Context: an optimization exercise on an open-source flow, tuned for small area, a short achievable clock period and few clock cycles per item. The choices shown serve that exercise and are no tape-out recipe.
The RTL was checked by simulation tests, not by an equivalence proof against the original design.
Power and IR drop assume default switching activity.

==> design.v <==
`timescale 1ns / 1ps
module myCPU (
    input  wire         cpu_rst,
    input  wire         cpu_clk,
    output wire [15:0]  inst_addr,
    input  wire [31:0]  inst,
    output wire [31:0]  ram_addr,
    input  wire [31:0]  ram_rdata,
    output wire         ram_wen,
    output wire [31:0]  ram_wdata,
    output reg          debug_wb_have_inst,
    output reg  [31:0]  debug_wb_pc,
    output reg          debug_wb_ena,
    output reg  [ 4:0]  debug_wb_reg,
    output reg  [31:0]  debug_wb_value
);
    reg         v2;          
    reg  [29:0] pc2;         
    reg  [31:0] A, B, C;     
    reg         cin;         
    reg  [ 4:0] rd2;
    reg         s_wr;        
    reg         s_hasrd;     
    reg         s_sw, s_lw, s_jal, s_jalr, s_br;
    reg         s_add, s_and, s_or, s_xor, s_sl, s_sr, s_sra;
    reg  [ 1:0] s_bop;       
    wire [31:0] sum = A + B + {31'b0, cin};
    wire [31:0] a_rev;
    genvar gi;
    generate
        for (gi = 0; gi < 32; gi = gi + 1) begin : g_rev
            assign a_rev[gi] = A[31 - gi];
        end
    endgenerate
    wire [31:0] sh_in   = s_sl ? a_rev : A;
    wire        sh_fill = s_sra & A[31];
    wire [32:0] sh_ext  = {sh_fill, sh_in};
    wire [32:0] sh_out  = $signed(sh_ext) >>> B[4:0];
    wire [31:0] sh_res;
    generate
        for (gi = 0; gi < 32; gi = gi + 1) begin : g_rev2
            assign sh_res[gi] = s_sl ? sh_out[31 - gi] : sh_out[gi];
        end
    endgenerate
    wire [29:0] pc4 = pc2 + 30'd1;
    wire [29:0] tgt = pc2 + C[31:2];
    wire [31:0] wD = ({32{s_add}}        & sum)
                   | ({32{s_and}}        & (A & B))
                   | ({32{s_or}}         & (A | B))
                   | ({32{s_xor}}        & (A ^ B))
                   | ({32{s_sl | s_sr}}  & sh_res)
                   | ({32{s_jal | s_jalr}} & {pc4, 2'b00})
                   | ({32{s_lw}}         & ram_rdata);
    wire eq   = (A == B);
    wire lt   = $signed(A) < $signed(B);
    wire cond = s_bop[1] ? (lt ^ s_bop[0]) : (eq ^ s_bop[0]);
    wire take = s_jal | (s_br & cond);
    wire [29:0] npc = s_jalr ? sum[31:2] : (take ? tgt : pc4);
    assign inst_addr = npc[15:0];
    assign ram_addr  = sum;
    assign ram_wdata = C;
    assign ram_wen   = s_sw;
    reg [31:0] regs [1:31];
    reg [31:1] valid;
    integer i;
    always @(posedge cpu_clk) begin
        for (i = 1; i < 32; i = i + 1)
            if (s_wr && rd2 == i) regs[i] <= wD;
    end
    always @(posedge cpu_clk or posedge cpu_rst) begin
        if (cpu_rst) valid <= 31'b0;
        else for (i = 1; i < 32; i = i + 1)
            if (s_wr && rd2 == i) valid[i] <= 1'b1;
    end
    wire [4:0] op = inst[6:2];
    wire d_lui  = (op == 5'b01101);
    wire d_jal  = (op == 5'b11011);
    wire d_jalr = (op == 5'b11001);
    wire d_br   = (op == 5'b11000);
    wire d_lw   = (op == 5'b00000);
    wire d_sw   = (op == 5'b01000);
    wire d_opi  = (op == 5'b00100);
    wire d_op   = (op == 5'b01100);
    wire [2:0] f3 = inst[14:12];
    wire d_alu  = d_op | d_opi;
    wire d_sub  = d_op & (f3 == 3'b000) & inst[30];
    wire [4:0] rs1 = d_lui ? 5'd0 : inst[19:15];
    wire [4:0] rs2 = inst[24:20];
    wire [4:0] rd  = inst[11:7];
    reg [31:0] rf1, rf2;
    always @(*) begin
        rf1 = 32'b0;
        rf2 = 32'b0;
        for (i = 1; i < 32; i = i + 1) begin
            rf1 = rf1 | ({32{(rs1 == i) & valid[i]}} & regs[i]);
            rf2 = rf2 | ({32{(rs2 == i) & valid[i]}} & regs[i]);
        end
    end
    wire [31:0] rv1 = (s_wr && rd2 == rs1) ? wD : rf1;
    wire [31:0] rv2 = (s_wr && rd2 == rs2) ? wD : rf2;
    wire [31:0] imm_i = {{20{inst[31]}}, inst[31:20]};
    wire [31:0] imm_s = {{20{inst[31]}}, inst[31:25], inst[11:7]};
    wire [31:0] imm_b = {{20{inst[31]}}, inst[7], inst[30:25], inst[11:8], 1'b0};
    wire [31:0] imm_u = {inst[31:12], 12'b0};
    wire [31:0] imm_j = {{12{inst[31]}}, inst[19:12], inst[20], inst[30:21], 1'b0};
    wire        use_imm = !(d_op | d_br);
    wire [31:0] imm     = d_sw ? imm_s : (d_lui ? imm_u : imm_i);
    always @(posedge cpu_clk) begin
        A   <= rv1;
        B   <= use_imm ? imm : (d_sub ? ~rv2 : rv2);
        C   <= d_sw ? rv2 : (d_jal ? imm_j : imm_b);
        cin <= d_sub;
        rd2 <= rd;
        s_hasrd <= !(d_sw | d_br);
        s_lw  <= d_lw;
        s_add <= (d_alu & (f3 == 3'b000)) | d_lui;
        s_and <= d_alu & (f3 == 3'b111);
        s_or  <= d_alu & (f3 == 3'b110);
        s_xor <= d_alu & (f3 == 3'b100);
        s_sl  <= d_alu & (f3 == 3'b001);
        s_sr  <= d_alu & (f3 == 3'b101);
        s_sra <= inst[30];
        s_bop <= {f3[2], f3[0]};
    end
    always @(posedge cpu_clk or posedge cpu_rst) begin
        if (cpu_rst) begin
            v2     <= 1'b0;
            pc2    <= {30{1'b1}};   
            s_wr   <= 1'b0;
            s_sw   <= 1'b0;
            s_jal  <= 1'b0;
            s_jalr <= 1'b0;
            s_br   <= 1'b0;
        end else begin
            v2     <= 1'b1;
            pc2    <= npc;
            s_wr   <= !(d_sw | d_br) && rd != 5'd0;
            s_sw   <= d_sw;
            s_jal  <= d_jal;
            s_jalr <= d_jalr;
            s_br   <= d_br;
        end
    end
    always @(posedge cpu_clk or posedge cpu_rst) begin
        if (cpu_rst) debug_wb_have_inst <= 1'b0;
        else         debug_wb_have_inst <= v2;
    end
    always @(posedge cpu_clk) begin
        debug_wb_pc    <= {pc2, 2'b00};
        debug_wb_ena   <= s_hasrd;
        debug_wb_reg   <= rd2;
        debug_wb_value <= wD;
    end
endmodule
==> run.sh <==
#!/bin/bash
# synth_recipe.tcl (not shown) runs the flow's synth.tcl, then flattens the netlist and writes it again
# the make line also repeats each setting of config.mk as NAME=value (left out here)
make -C /OpenROAD-flow-scripts/flow DESIGN_CONFIG=/design/flow/config.mk WORK_HOME=/design/flow/orfs CLKGATE_MAP_FILE= SYNTH_SCRIPT=/design/flow/synth_recipe.tcl finish
==> config.mk <==
export PLATFORM = sky130hd
export DESIGN_NAME = myCPU
export DESIGN_NICKNAME = myCPU
export VERILOG_FILES = /design/flow/design.v
export SDC_FILE = /design/flow/constraint.sdc
export NUM_CORES = 4
export LEC_CHECK = 0
export CAP_MARGIN = 20
export CORE_MARGIN = 2
export CORE_UTILIZATION = 40
export SLEW_MARGIN = 20
==> constraint.sdc <==
create_clock -name core_clock -period 20.0 [get_ports {cpu_clk}]
set_input_delay 4.0000 -clock core_clock [delete_from_list [all_inputs] [get_ports {cpu_clk}]]
set_output_delay 4.0000 -clock core_clock [all_outputs]
set_load 0.01 [all_outputs]
==> results.py, run 1 <==
metrics = {
    "logic_synthesis": {
        "async_reset_ff_share_pct": 5.48,
        "synthesis.area_um2": 58700,
        "synthCells": 4650,
        "synth_ff_type": "edfxtp_1",
        "ys_warn_count": 2,
        "synth_cell_types": 90,
        "synth-edff-count": 992,
        "syn-mean-instance-area_um2": 12.6,
        "yosysTopAreaCell": "edfxtp_1",
        "synth-seq-cells": 1241,
        "synth_top_area_share_pct": 50.8,
        "synthTopCellsByArea": "edfxtp_1 (51%), dfxtp_1 (6.2%), a22oi_1 (5.1%)",
        "yosysSeqAreaShare_pct": 59.9,
    },
    "setup_path": {
        "r2r-end": "C[6]",
        "reg2reg_from": "B[2]",
        "critPathMaxFanout": 47,
        "arrival_ps": 6300,
        "critical_path_class": "reg -> out",
        "r2r_slack_ps": 14340,
        "worst_path_largest_cell_delay_ps": 640,
        "reg2reg_depth": 13,
        "endpoint_kind": "output pin",
        "cp_slowest_cell": "clkdlybuf4s50_1",
        "crit_chain": "inv_1 > ha_1 > or4_1 > nor4b_1 > nand3b_1 > o32a_1 > a21o_1 > a31oi_4 > buf_4 > mux2_2 > a21oi_1 > clkdlybuf4s50_1",
        "cp.required_ps": 16000,
        "start_kind": "flip-flop",
        "critPathLaunch": "A[18]",
    },
    "route": {
        "vias_per_cell": 7.54,
        "drc": 0,
        "drtIter0Drc": 11900,
        "drtPass1Iterations": 10,
        "wl_per_cell_um": 43.6,
        "wl_mm": 299,
        "vias": 51700,
        "antenna_left": 0,
    },
    "cts": {
        "cts_setup_buffers": 0,
        "cts_htree_levels": 4,
        "clk_path_buf_depth": 3,
        "cts.sinks": 1241,
        "cts_buffers": 135,
        "cts_resized": 0,
        "cts-root-buf": "clkbuf_16",
        "cts_tree": "done",
        "hold_buffers": 0,
        "clk_latency_ps": 820,
        "clkSlewWorstSetupHoldPaths_ps": 60,
    },
    "timing": {
        "rsz0062_at_grt": "false",
        "setup_tns_ps": 0,
        "finalCriticalPeriod_ps": 10300,
        "min_period_over_period_pct": 51.5,
        "final_hold_viol_count": 0,
        "worstMarginPinSlew_ps": 1310,
        "fmaxAchievable_mhz": 97.1,
        "hold-worst-slack_ps": 327,
        "fin_skew_ps": 61.8,
        "setup_violations": 0,
        "slew-limit-headroom_pct": 11.8,
        "drv_slew": 0,
    },
    "die": {
        "die_area_um2": 150000,
        "rows": 140,
        "core_um2": 146000,
        "die_x_um": 387,
        "die_h_um": 387,
        "io_pins": 218,
        "initial_utilization_pct": 40.3,
    },
    "hold_path": {
        "whs_path_depth": 0,
        "hp-class": "reg -> reg",
        "hp-start": "s_hasrd",
        "holdPathEnd": "debug_wb_ena",
    },
    "flow_run": {
        "maxCapViolations": 0,
    },
    "finish": {
        "final_cell_mix": "edfxtp_1 (992), a22oi_1 (398), a221oi_1 (279)",
        "syn_to_final_growth_pct": 16.4,
        "nets": 4989,
        "final_util_pct": 46.9,
        "largest_register_ffs": 992,
        "layout_commonest_cell": "edfxtp_1",
        "drive_gt1_share_pct": 13.9,
        "fillers": 12900,
        "regMostFlops": "regs",
        "final_cell_area_um2": 68300,
    },
    "placed_design": {
        "dpl.hpwl_mm": 176,
        "globalplace.congestion": 1.01,
        "portBuffers": 213,
        "placed_area_um2": 63500,
    },
    "power_and_ir_drop": {
        "p_per_area_nw_per_um2": 109,
        "ir_drop_mv": 0.0708,
        "p_leak_nw": 24.0,
    },
    "run_status": {
        "outcome": "timing/DRC/antenna clean",
    },
    "global_route": {
        "overflow": 0,
        "grt_first_pass_wirelength_mm": 401,
        "grt.met2_usage_pct": 55.4,
        "grt_antenna_before_repair": 26,
        "grtUsageMet1_pct": 46.8,
        "gr-max-usage-layer": "met2",
        "grtUsageTotal_pct": 38.5,
        "first_global_vias": 47900,
        "grt_max_degree": 69,
        "grtUsageMet3_pct": 16.8,
    },
}
-- final cells by class --
type                            instances  area [µm²]  area share, %
Antenna cell                           32        80.1          0.117
Clock buffer                          170        3700           5.42
Clock inverter                         78        1030           1.50
Inverter                              117         440          0.644
Multi-Input combinational cell       2887       21900           32.1
Sequential cell                      1241       35200           51.4
Tap cell                             1917        2400           3.51
Timing Repair Buffer                  412        3630           5.31
-- kinds of logic after synthesis --
kind of cell | Yosys count | synth area share (%)
buf+inv | 523 | 3.58
simple gates | 972 | 8.42
fa+ha+maj | 129 | 2.79
flops | 1241 | 59.9
other cells | 2 | 0.0128
compound gates | 1553 | 20.4
mux | 136 | 3.55
xor+xnor | 94 | 1.40
-- stage by stage --
step	total power (W)	worst slack, ps	instances
2_1_floorplan	0.00399	12320	4651
3_3_place_gp	0.00473	10610	6573
3_5_place_dp	0.00473	10600	6573
4_1_cts	0.00735	9760	6821
5_1_grt	0.00760	9500	6826
6_report	0.00742	9700	6854
-- report_power, final --
part	internal, W	switching, W
clock network	0.00153	0.00113
registers	0.00298	0.000145
logic	0.000598	0.00103
total	0.00511	0.00231
-- cells in the mapped netlist, types with 67 or more instances --
cell type  count
a22o_1       260
clkbuf_1     327
edfxtp_1     992
nand3_1      127
a221oi_1     279
a21oi_1      166
o21ai_0      119
a22oi_1      398
nor3_1        81
a222oi_1      67
ha_1         126
dfxtp_1      181
nand2_1      194
and3_1        81
nand4_1      139
inv_1        114
nor2_1       192
-- worst max-delay path, delay by kind of cell, from the launching register on --
family                     cells  cell delay (ps)
muxes                          1              410
AOI/OAI and AO/OA              4             1200
and+or+nand+nor                3             1640
DFF                            1              480
buffers and inverters          3             1210
adders and majority gates      1              480
-- worst max path at each step --
stage	to
4_1_cts	inst_addr[6]
3_5_place_dp	inst_addr[6]
5_1_grt	inst_addr[0]
2_1_floorplan	inst_addr[10]
6_report	inst_addr[6]
3_3_place_gp	inst_addr[0]
-- metal layers --
metal / wire length [µm] / part of all wire, %
met4: 25500 / 8.5
met5: 378 / 0.13
met1: 100000 / 34
met2: 122000 / 41
met3: 50400 / 17
Testbench counts, summed over its fixed seeds: cycles 22,894, instrs 22,862.
==> run 2, diff against run 1 <==
==> flow/run.sh (new file) <==
#!/bin/bash
set -euo pipefail
bash standard.sh SETUP_SLACK_MARGIN=13 finish > standard_finish.log 2>&1
==> standard.sh (new file) <==
#!/bin/bash
# synth_recipe.tcl (not shown) runs the flow's synth.tcl, then flattens the netlist and writes it again
# the make line also repeats each setting of config.mk as NAME=value (left out here)
make -C /OpenROAD-flow-scripts/flow DESIGN_CONFIG=/design/flow/config.mk WORK_HOME=/design/flow/orfs CLKGATE_MAP_FILE= SYNTH_SCRIPT=/design/flow/synth_recipe.tcl "${@:-finish}"
removed: run.sh
==> run 2 against run 1 <==
  * Via count is 1.9% higher
  * Count of clock-buffer cells in the layout is 14 higher
  * Critical path depth is 3 higher
  * Sequential share of layout area is 2.1 points lower
  * Register-to-register slack better by 630 ps
  * Total power is 4.8% higher
  * Cell area is 4.5% higher
  * Die area stayed put
  * Global-route usage is 0.59 points higher
  * Wire length is 2.0% higher
  * Highest routed layer unchanged
  * Final cell count is 2.0% higher
  * Critical path type unchanged
  * First-iteration DRC count is 1.3% lower
==> results.py, run 2 <==
metrics = {
    "power_and_ir_drop": {
        "p_per_area_nw_per_um2": 109,
        "p_leak_nw": 25.3,
        "ir_drop_mv": 0.0729,
    },
    "logic_synthesis": {
        "yosysSeqAreaShare_pct": 59.9,
        "synth_ff_type": "edfxtp_1",
        "synthCells": 4650,
        "ys_warn_count": 2,
        "ys_top_cells_by_count": "edfxtp_1 (992), a22oi_1 (398), clkbuf_1 (327), a221oi_1 (279), a22o_1 (260)",
        "syn-mean-instance-area_um2": 12.6,
        "yosysMostFrequentCell": "edfxtp_1",
        "synthTopCellsByArea": "edfxtp_1 (51%), dfxtp_1 (6.2%), a22oi_1 (5.1%)",
        "synth-seq-cells": 1241,
        "synth_cell_types": 90,
        "synth-edff-count": 992,
        "async_reset_ff_share_pct": 5.48,
        "synthesis.area_um2": 58700,
        "synth_top_area_share_pct": 50.8,
        "yosysTopAreaCell": "edfxtp_1",
    },
    "setup_path": {
        "endpoint_kind": "output pin",
        "worst_path_largest_cell_delay_ps": 560,
        "cp_num_buf_inv": 4,
        "start_kind": "flip-flop",
        "critPathMaxFanout": 5,
        "cp.required_ps": 16000,
        "arrival_ps": 4510,
        "cp_slowest_cell": "or4_4",
        "crit_family": "simple AND/OR/NAND/NOR gates",
        "crit_chain": "inv_2 > ha_4 > or4_4 > nor4b_4 > nand3b_1 > o2bb2ai_2 > o32a_4 > a21o_4 > a31oi_4 > buf_6 > buf_8 > mux2i_1 > nor2_1 > nor2_2 > buf_2",
        "critical_path_class": "reg -> out",
    },
    "route": {
        "drc": 0,
        "top_layer": "met5",
        "met3_length_mm": 51.9,
        "met2_length_mm": 123,
        "wl_mm": 305,
        "vias": 52600,
        "vias_per_cell": 7.53,
        "drtPass1Iterations": 12,
        "antenna_left": 0,
        "wl_met1_mm": 102,
        "wl_per_cell_um": 43.6,
        "drtIter0Drc": 11800,
    },
    "timing": {
        "min_period_over_period_pct": 42.6,
        "worstMarginPinSlew_ps": 1390,
        "finalCriticalPeriod_ps": 8510,
        "final_hold_viol_count": 0,
        "setup_tns_ps": 0,
        "drv_slew": 0,
        "setup_violations": 0,
        "rsz0062_at_grt": "true",
        "fmaxAchievable_mhz": 117,
        "setup_ws_ps": 11490,
        "hold-worst-slack_ps": 330,
        "slew-limit-headroom_pct": 6.82,
        "fin_skew_ps": 57.1,
    },
    "finish": {
        "fin_cells": 6992,
        "regMostFlops": "regs",
        "syn_to_final_growth_pct": 21.6,
        "drive_gt1_share_pct": 21.4,
        "final_cell_mix": "edfxtp_1 (992), a22oi_1 (398), a221oi_1 (279)",
        "final_util_pct": 49.0,
        "nets": 5137,
        "layout_commonest_cell": "edfxtp_1",
        "largest_register_ffs": 992,
    },
    "hold_path": {
        "hp-class": "reg -> reg",
    },
    "die": {
        "die_area_um2": 150000,
        "core_um2": 146000,
        "die_h_um": 387,
        "die_x_um": 387,
        "initial_utilization_pct": 40.3,
        "io_pins": 218,
        "rows": 140,
    },
    "global_route": {
        "grt_first_pass_wirelength_mm": 405,
        "overflow": 0,
        "grt_max_degree": 69,
        "first_global_vias": 48700,
        "grt_antenna_before_repair": 27,
        "grtUsageTotal_pct": 39.1,
    },
    "cts": {
        "cts.sinks": 1241,
        "clkSlewWorstSetupHoldPaths_ps": 60,
        "clk_latency_ps": 810,
        "cts_buffers": 137,
        "clk_path_buf_depth": 3,
        "cts-root-buf": "clkbuf_16",
        "cts_tree": "done",
        "cts_htree_levels": 4,
    },
    "placed_design": {
        "dpl.hpwl_mm": 176,
        "globalplace.congestion": 1.01,
        "portBuffers": 213,
        "pre_cts_ws_ps": 10670,
        "dp.cells": 6551,
    },
    "flow_run": {
        "maxCapViolations": 0,
    },
    "run_status": {
        "outcome": "timing/DRC/antenna clean",
    },
}
## run 2: cell counts after synthesis
Identical to the previous run, type by type.
## run 2: per-layer routing
layer | vias to the layer above | track usage [%]
met5 | - | 0
met4 | 17 | 26.9
met3 | 1701 | 17.9
met2 | 5920 | 55.3
met1 | 25500 | 47.3
li1 | 19500 | -
## run 2: where the power goes
part	switching (W)	internal, W	total (W)
registers	0.000160	0.00299	0.00315
clock network	0.00113	0.00154	0.00267
logic	0.00118	0.000782	0.00196
## run 2: timing repair
action / in CTS / in global routing
hold buffers: 0 / 0
resized for setup: 493 / 149
buffers inserted: 108 / 53
endpoints found under the setup margin: 135 / 86
cloned: 7 / 1
pin swaps: 70 / 74
## run 2: cell type report
class / instances / area, µm²
fillers: 12700 / 74300
flip-flops and latches: 1241 / 35200
multi-input cells: 2888 / 23300
repair buffers: 556 / 5210
clock buffers: 184 / 3810
well taps: 1917 / 2400
clock inverters: 68 / 902
inverters: 117 / 479
diodes: 20 / 50.0
repair inverters: 1 / 5.00
## run 2: kinds of logic (layout without fill, tap and decap cells)
family | after synthesis | in the layout | synth area share [%]
AOI/OAI and AO/OA | 1553 | 1554 | 20.4
xor gates and xnor gates | 94 | 94 | 1.40
adders and majority gates | 129 | 129 | 2.79
buffers and inverters | 523 | 926 | 3.58
DFF | 1241 | 1241 | 59.9
muxes | 136 | 136 | 3.55
other | 2 | 23 | 0.0128
and+or+nand+nor | 972 | 972 | 8.42
## run 2: final timing paths
check                         from                  to  slack, ps  depth (start not counted)
setup / recovery             A[18]        inst_addr[3]      11490                         15
hold / removal             s_hasrd        debug_wb_ena        330                          0
setup reg to reg              s_sl               B[21]      14970                         10
hold reg to reg            s_hasrd        debug_wb_ena        330                          0
max in group asynchronous  cpu_rst            valid[6]      15470                          3
min in group asynchronous  cpu_rst  debug_wb_have_inst       3870                          3
## run 2: worst register-to-register path, stage by stage (launching register included)
cell	delay, ps
dfxtp_2	980
mux4_2	680
mux2_2	320
mux2i_1	440
mux2i_1	190
o21ai_0	330
o2111ai_1	180
a31o_2	490
o22ai_1	950
nor2_1	150
a211oi_1	230
## run 2: per-stage QoR
step                      total power (W)  cell area (µm²)
after CTS                         0.00761            70400
after global routing              0.00794            71300
final                             0.00778            71400
after detailed placement          0.00479            63400
after floorplan                   0.00402            58900
after global placement            0.00478            63400

==> re-timing with driven ports <==
No port has a modelled driver above. Below, the same layouts with a new extraction and two added sets of constraints.
Step 1, drivers: a clkbuf_16 drives cpu_clk and a buf_2 each remaining input, both assumed.
Step 2 moves the port delays by t, midway between the first and last clock arrival at a register: inputs arrive t later, outputs are due t later. That takes back most of the time a late clock gives input paths.
Three values: ideal, step 1, step 2; two values: the first two.
run | shift t [ns] | setup slack, ns | hold WS [ns]
run 1 | 0.865 | 9.704 / 9.625 / 10.490 | 0.327 / 0.327 / 0.327
run 2 | 0.865 | 11.488 / 11.404 / 11.966 | 0.330 / 0.330 / 0.330
After both steps every run listed still meets setup and hold.
